Source: an optimization exercise on an open RTL-to-GDS flow (aim: small area, a short achievable clock period and few clock cycles per item). Production flows keep margins and buffers that such runs may drop. Where RTL was checked, it was by simulation tests only, not by an equivalence proof against the original. Power figures rest on the tool's default switching activity, not on a simulated workload.

v6:
// simple_ALU
module simple_ALU(input i_clk,
                  input i_rst,
                  input logic  [15:0] i_memData,
                  output logic [15:0] o_memData,
                  output logic [15:0] o_memAddr,
                  output logic o_memWrEnable);
  localparam logic [2:0] S_FETCH = 3'd0,
                         S_DEC   = 3'd1,
                         S_RD1   = 3'd2,
                         S_RD2   = 3'd3,
                         S_SHX   = 3'd4;
  logic [2:0]  state;
  logic [5:0]  addr;       
  logic [15:0] wdata;      
  logic        we;         
  logic        kv;         
  logic        first;      
  logic [5:0]  pc;         
  logic        stale;      
  logic [5:0]  rd;         
  logic        twoRd;      
  logic        sameRd;     
  logic [15:0] breg;       
  logic        opAdd, opDbl, opAnd, opOr, opXor, opSh;
  logic        cin;        
  logic        left;       
  logic        arith;      
  logic        isAnd;      
  assign o_memAddr     = {10'd0, addr};
  assign o_memData     = wdata;
  assign o_memWrEnable = we;
  wire [15:0] x = i_memData;
  wire [15:0] y = breg;
  wire [16:0] sum = {x, 1'b1} + {y, cin};
  wire [15:0] xin;
  wire [15:0] u;
  genvar gi;
  generate
    for (gi = 0; gi < 16; gi++) begin : g_rev
      assign xin[gi] = left ? x[15-gi] : x[gi];
      assign u[gi]   = left ? s2[15-gi] : s2[gi];
    end
  endgenerate
  wire        fill1 = arith & x[15];
  wire [18:0] s1w   = {{3{fill1}}, xin} >> y[1:0];
  wire [15:0] s1    = s1w[15:0];
  wire        fill2 = arith & wdata[15];
  wire [27:0] s2w   = {{12{fill2}}, wdata} >> {y[3:2], 2'b00};
  wire [15:0] s2    = s2w[15:0];
  wire        big   = |y[15:4];
  wire [15:0] shr   = big ? {16{fill2}} : u;
  wire        inShx = (state == S_SHX);
  wire [15:0] alu = ({16{opAdd}} & sum[16:1])
  ...
Size: ~750 cells after synthesis, about 69 flip-flops, roughly 6600 um2 of cells after synthesis.
==> flow/config.mk <==
export PLATFORM = sky130hd
export DESIGN_NAME = simple_ALU
export DESIGN_NICKNAME = simple_ALU
export VERILOG_FILES = /design/flow/design.v
export SDC_FILE = /design/flow/constraint.sdc
export NUM_CORES = 4
export LEC_CHECK = 0
export CAP_MARGIN = 20
export CORE_MARGIN = 2
export CORE_UTILIZATION = 40
export CTS_BUF_LIST = sky130_fd_sc_hd__clkbuf_8
export SLEW_MARGIN = 20
==> flow/constraint.sdc <==
create_clock -name core_clock -period 9.0 [get_ports {i_clk}]
set_input_delay 1.8000 -clock core_clock [delete_from_list [all_inputs] [get_ports {i_clk}]]
set_output_delay 1.8000 -clock core_clock [all_outputs]
set_load 0.01 [all_outputs]
standard.sh (not shown) runs the stock make flow with config.mk's settings and CLKGATE_MAP_FILE= SYNTH_SCRIPT=/design/flow/synth_recipe.tcl, a recipe that flattens the netlist after the stock synthesis.
==> flow/flow/run.sh <==
#!/bin/bash
# Standard layout, with plain buffers (not delay cells) on the ports and the
# timing repair aiming at 6.0 ns of setup slack.
# Full make output goes to standard.log here; ORFS keeps each step's log
# under orfs/logs/.
set -euo pipefail
bash standard.sh "BUFFER_PORTS_ARGS=-buffer_cell sky130_fd_sc_hd__buf_2" SETUP_SLACK_MARGIN=6.0 finish > standard.log 2>&1
Modified inputs, v7 compared to v6
- SETUP_SLACK_MARGIN newly set to 5
==> flow/flow/run.sh <==
#!/bin/bash
# Standard layout, with plain buffers (not delay cells) on the ports.
# Full make output goes to standard.log here; ORFS keeps each step's log
# under orfs/logs/.
set -euo pipefail
bash standard.sh "BUFFER_PORTS_ARGS=-buffer_cell sky130_fd_sc_hd__buf_2" finish > standard.log 2>&1
Notes after the runs:
From v6 to v7 the numbers moved as follows: internal power component went down by 13%; switching fraction of total power went up by 1.2 points; clock latency at the later pin of the worst-skew pair was more or less identical.
Changes observed in v7 relative to v6: power saw a decrease, final non-filler cell area down 1200 um2.
Sequential cell area share ended up 3.9 points higher on v7 than on v6.
Summary — portion of total power attributed to the clock network, v7 relative to v6: higher, by 1.2 points.
Slew at the pin closest to its max-slew limit was higher in v6 than in v7.
Function was not checked in any run of this note: the RTL went through the layout flow alone.

* * *

Setup of run 1:
Another version of the RTL of simple_ALU (not shown whole).
Size: roughly 730 cells after synthesis, about 72 flip-flops, about 51 I/O pins.
==> flow/config.mk <==
export PLATFORM = sky130hd
export DESIGN_NAME = simple_ALU
export DESIGN_NICKNAME = simple_ALU
export VERILOG_FILES = /design/flow/design.v
export SDC_FILE = /design/flow/constraint.sdc
export NUM_CORES = 4
export LEC_CHECK = 0
export CAP_MARGIN = 20
export CORE_MARGIN = 2
export CORE_UTILIZATION = 40
export CTS_BUF_LIST = sky130_fd_sc_hd__clkbuf_8
export SLEW_MARGIN = 20
==> flow/constraint.sdc <==
create_clock -name core_clock -period 9.0 [get_ports {i_clk}]
set_input_delay 1.8000 -clock core_clock [delete_from_list [all_inputs] [get_ports {i_clk}]]
set_output_delay 1.8000 -clock core_clock [all_outputs]
set_load 0.01 [all_outputs]
==> flow/flow/run.sh <==
#!/bin/bash
# Standard layout, with plain buffers (not delay cells) on the ports and the
# timing repair aiming at 5.5 ns of setup slack.
# Full make output goes to standard.log here; ORFS keeps each step's log
# under orfs/logs/.
set -euo pipefail
bash standard.sh "BUFFER_PORTS_ARGS=-buffer_cell sky130_fd_sc_hd__buf_2" SETUP_SLACK_MARGIN=5.5 finish > standard.log 2>&1
The following lists how run 3 was set up differently from run 1:
Settings: ABC_AREA: unset -> 1.
==> comparison <==
Synthesized cell count, run 1 and run 3: smaller value in run 1
Largest family of logic cells by synthesized area: simple AND/OR/NAND/NOR gates -> run 3, compound AO/OA/AOI/OAI gates -> run 1
Between run 1 and run 3, power in combinational cells decreased.
Diff run 1 -> run 3 | routed metal-1 wire length | up by more than 10%
Against run 1, run 3 comes in 4.5 points higher on fraction of power consumed by the clock network.
From run 1 to run 3 the numbers moved as follows: via count +about 17%; final period demand of the worst path -0.081 ns.
No run of this note included a check of the RTL's function; only the layout flow was run.

* * *

simple_ALU, a different RTL version from the one above (not shown whole).
For scale: about 68 flip-flops, roughly 51 I/O pins.
Settings: LEC_CHECK=0, ABC_AREA=1, CAP_MARGIN=20, CORE_MARGIN=2, CORE_UTILIZATION=40, CTS_BUF_LIST=sky130_fd_sc_hd__clkbuf_8, SLEW_MARGIN=20, TNS_END_PERCENT=0; clock period 9.0 ns.
==> flow/flow/run.sh <==
#!/bin/bash
# Standard layout, with plain buffers (not delay cells) on the ports, the
# timing repair aiming at 6.0 ns of setup slack, and clock tree synthesis
# without dummy loads.
# Full make output goes to standard.log here; ORFS keeps each step's log
# under orfs/logs/.
set -euo pipefail
bash standard.sh "BUFFER_PORTS_ARGS=-buffer_cell sky130_fd_sc_hd__buf_4" SETUP_SLACK_MARGIN=6.0 "CTS_ARGS=-sink_clustering_enable -repair_clock_nets -buf_list sky130_fd_sc_hd__clkbuf_8 -dont_use_dummy_load" finish > standard.log 2>&1
Testbench counts at the start, summed over its fixed seeds: cycles 487,097, instrs 160,000.
Edit:
==> flow/flow/run.sh (replaced) <==
#!/bin/bash
# Standard layout, with plain buffers (not delay cells) on the ports, the
# timing repair aiming at 6.0 ns of setup slack, and clock tree synthesis
# without dummy loads.
# Full make output goes to standard.log here; ORFS keeps each step's log
# under orfs/logs/.
set -euo pipefail
bash standard.sh "BUFFER_PORTS_ARGS=-buffer_cell sky130_fd_sc_hd__buf_2" SETUP_SLACK_MARGIN=6.0 "CTS_ARGS=-sink_clustering_enable -repair_clock_nets -buf_list sky130_fd_sc_hd__clkbuf_8 -dont_use_dummy_load" finish > standard.log 2>&1
=> Design area falls by about 3.8%; fmax fell by about 1%; routed wire length falls by 1.2%; die area does not change; utilization drops by 1.8 points; total power fell by about 4%.
Edit:
==> flow/flow/run.sh (replaced) <==
#!/bin/bash
# Standard layout, with plain buffers (not delay cells) on the ports, the
# timing repair aiming at 6.0 ns of setup slack, and clock tree synthesis
# without dummy loads.
# Full make output goes to standard.log here; ORFS keeps each step's log
# under orfs/logs/.
set -euo pipefail
bash standard.sh "BUFFER_PORTS_ARGS=-buffer_cell sky130_fd_sc_hd__buf_2" SETUP_SLACK_MARGIN=6.0 "CTS_ARGS=-sink_clustering_enable -repair_clock_nets -buf_list sky130_fd_sc_hd__clkbuf_16 -dont_use_dummy_load" finish > standard.log 2>&1
Result: The new run produced a clean layout; total power went up by 7.5%; final area rises by 3.2%; routed wire length increases by 1.1%; worst hold slack loses 3.2 ps; global-route usage climbs by 0.36 points.
Edit:
==> flow/flow/run.sh (replaced) <==
#!/bin/bash
# Standard layout, with plain buffers (not delay cells) on the ports, the
# timing repair aiming at 6.0 ns of setup slack, and clock tree synthesis
# without dummy loads.
# Full make output goes to standard.log here; ORFS keeps each step's log
# under orfs/logs/.
set -euo pipefail
bash standard.sh "BUFFER_PORTS_ARGS=-buffer_cell sky130_fd_sc_hd__buf_2" SETUP_SLACK_MARGIN=6.0 "CTS_ARGS=-sink_clustering_enable -repair_clock_nets -buf_list sky130_fd_sc_hd__clkbuf_8 -dont_use_dummy_load -sink_clustering_size 40 -sink_clustering_max_diameter 200" finish > standard.log 2>&1
Design area went down by 3.1%.
Count of clock-buffer cells in the layout does not change.
First-iteration DRC count increases by 3.0%.
Critical path depth stays the same.
Flip-flop and latch count does not change.
Non-clock buffer count went down by 3.
Wire length goes down by 1.1%.
Via count came out lower by 0.86%.
Global-route usage went down by 0.36 points.
Total power goes down by 7.0%.

* * *

== P ==
Another version of the RTL of simple_ALU (not shown whole).
For scale: ~65 flip-flops, ~6300 µm² of cells after synthesis.
==> flow/config.mk <==
export PLATFORM = sky130hd
export DESIGN_NAME = simple_ALU
export DESIGN_NICKNAME = simple_ALU
export VERILOG_FILES = /design/flow/design.v
export SDC_FILE = /design/flow/constraint.sdc
export NUM_CORES = 4
export LEC_CHECK = 0
export CAP_MARGIN = 20
export CORE_MARGIN = 2
export CORE_UTILIZATION = 40
export CTS_BUF_LIST = sky130_fd_sc_hd__clkbuf_8
export SLEW_MARGIN = 20
==> flow/constraint.sdc <==
create_clock -name core_clock -period 9.0 [get_ports {i_clk}]
set_input_delay 1.8000 -clock core_clock [delete_from_list [all_inputs] [get_ports {i_clk}]]
set_output_delay 1.8000 -clock core_clock [all_outputs]
set_load 0.01 [all_outputs]
==> flow/flow/run.sh <==
#!/bin/bash
# Standard layout, with plain buffers (not delay cells) on the ports and the
# timing repair aiming at 5.5 ns of setup slack.
# Full make output goes to standard.log here; ORFS keeps each step's log
# under orfs/logs/.
set -euo pipefail
bash standard.sh "BUFFER_PORTS_ARGS=-buffer_cell sky130_fd_sc_hd__buf_2" SETUP_SLACK_MARGIN=5.5 finish > standard.log 2>&1
P ended with every stage complete and zero timing, DRC or antenna violations.
Testbench counts of P, summed over its fixed seeds: cycles 486,726, instrs 160,000.
Edits applied to the flow inputs when going from P to Q:
Settings: SETUP_SLACK_MARGIN now 5, previously not set.
==> flow/flow/run.sh <==
#!/bin/bash
# Standard layout, with plain buffers (not delay cells) on the ports.
# Full make output goes to standard.log here; ORFS keeps each step's log
# under orfs/logs/.
set -euo pipefail
bash standard.sh "BUFFER_PORTS_ARGS=-buffer_cell sky130_fd_sc_hd__buf_2" finish > standard.log 2>&1
Findings:
Shortest clock period the worst path allows after layout on Q is behind P. Note that the routed wire length recorded for P amounts to 1.07 times the value seen in Q. Critical path depth: P vs Q identical. Looking at maximum VDD drop, Q sits above P. Compared with P, Q has less setup slack. Note that the final instance area recorded for P amounts to 1.14 times the value seen in Q. Cell count after placement of P is on par with Q. On required time at the worst-slack endpoint, P and Q are neck and neck. In the flow results for P and Q, the final HPWL from detailed placement is smaller on Q. Clock insertion delay at the later pin of the skew report: Q vs P up 20 ps.
> inputs changed (Q -> R)
Settings: CTS_BUF_LIST: sky130_fd_sc_hd__clkbuf_8 -> unset; SETUP_SLACK_MARGIN: 5 -> unset.
==> flow/run.sh (new file) <==
#!/bin/bash
# synth_recipe.tcl (not shown) runs the flow's synth.tcl, then flattens the netlist and writes it again
# the make line also repeats each setting of config.mk as NAME=value (left out here)
make -C /OpenROAD-flow-scripts/flow DESIGN_CONFIG=/design/flow/config.mk WORK_HOME=/design/flow/orfs CLKGATE_MAP_FILE= SYNTH_SCRIPT=/design/flow/synth_recipe.tcl finish
removed: flow/flow/run.sh
removed: flow/standard.sh
Notes after the runs:
- The run showing the smaller clock latency on the worst-skew pair is R.
- Taking Q as the reference, in R total area of multi-input combinational cells fell 39 µm²; fraction of area in multi-input gates fell 3.2 points; number of non-filler instances in the completed layout about even; layout net count about even.
- Reported for R and Q, async set or reset register ratio after synthesis turned out identical to the last digit.
- For initial detailed-routing violation count, dividing the value from R by the value from Q gives 0.891.
- [R vs Q] post-CTS resize count: lower in R
- Diff Q -> R: global routing usage on met3 fell by 2.3 points, highest ir drop seen on vdd up 8.9%.
- Cmp R vs Q: maximum clock rate lower in R

==> afterwards: timing with drivers on the ports <==
The flow's constraints put no driver on any port. The routed layouts listed below were extracted and timed again, unchanged, in two steps. Step 1 (the two cells are an assumption about what drives the block):
set clk [get_ports {i_clk}]
set_driving_cell -lib_cell sky130_fd_sc_hd__clkbuf_16 $clk
set_driving_cell -lib_cell sky130_fd_sc_hd__buf_2 [delete_from_list [all_inputs] $clk]
Step 2 times the ports against the registers' clock, not the clock port: input delays grow and output delays shrink by t, the midpoint of the rising clock arrivals with the driver on. Slacks: no drivers / after step 1 / after step 2; pairs: no drivers / after step 1.
run | t, ns | setup slack, ns | worst setup path at the end | worst slew at a driven data input, ns
v6 | 0.415 | 5.756 / 5.723 / 5.307 | input to register | 0.13
v7 | 0.425 | 5.188 / 5.195 / 4.770 | input to register | 0.03
run 1 | 0.406 | 5.523 / 5.537 / 5.131 | input to register | 0.03
run 3 | 0.421 | 5.604 / 5.623 / 5.201 | input to register | 0.03
the first run of note 3 | 0.413 | 5.976 / 5.936 / 5.614 | input to register | 0.05
the second run of note 3 | 0.387 | 5.947 / 5.958 / 5.571 | input to register | 0.03
the third run of note 3 | 0.372 | 5.897 / 5.914 / 5.542 | input to register | 0.04
the fourth run of note 3 | 0.387 | 5.947 / 5.958 / 5.571 | input to register | 0.03
P | 0.391 | 5.307 / 5.301 / 4.910 | input to register | 0.06
Q | 0.408 | 5.019 / 5.034 / 4.625 | input to register | 0.05
R | 0.369 | 4.014 / 4.008 / 3.639 | input to register | 0.04
After both steps every run listed still meets setup and hold. The setup slack of v6, which loses most, moves by -0.033 ns with the drivers and by -0.449 ns with both steps.
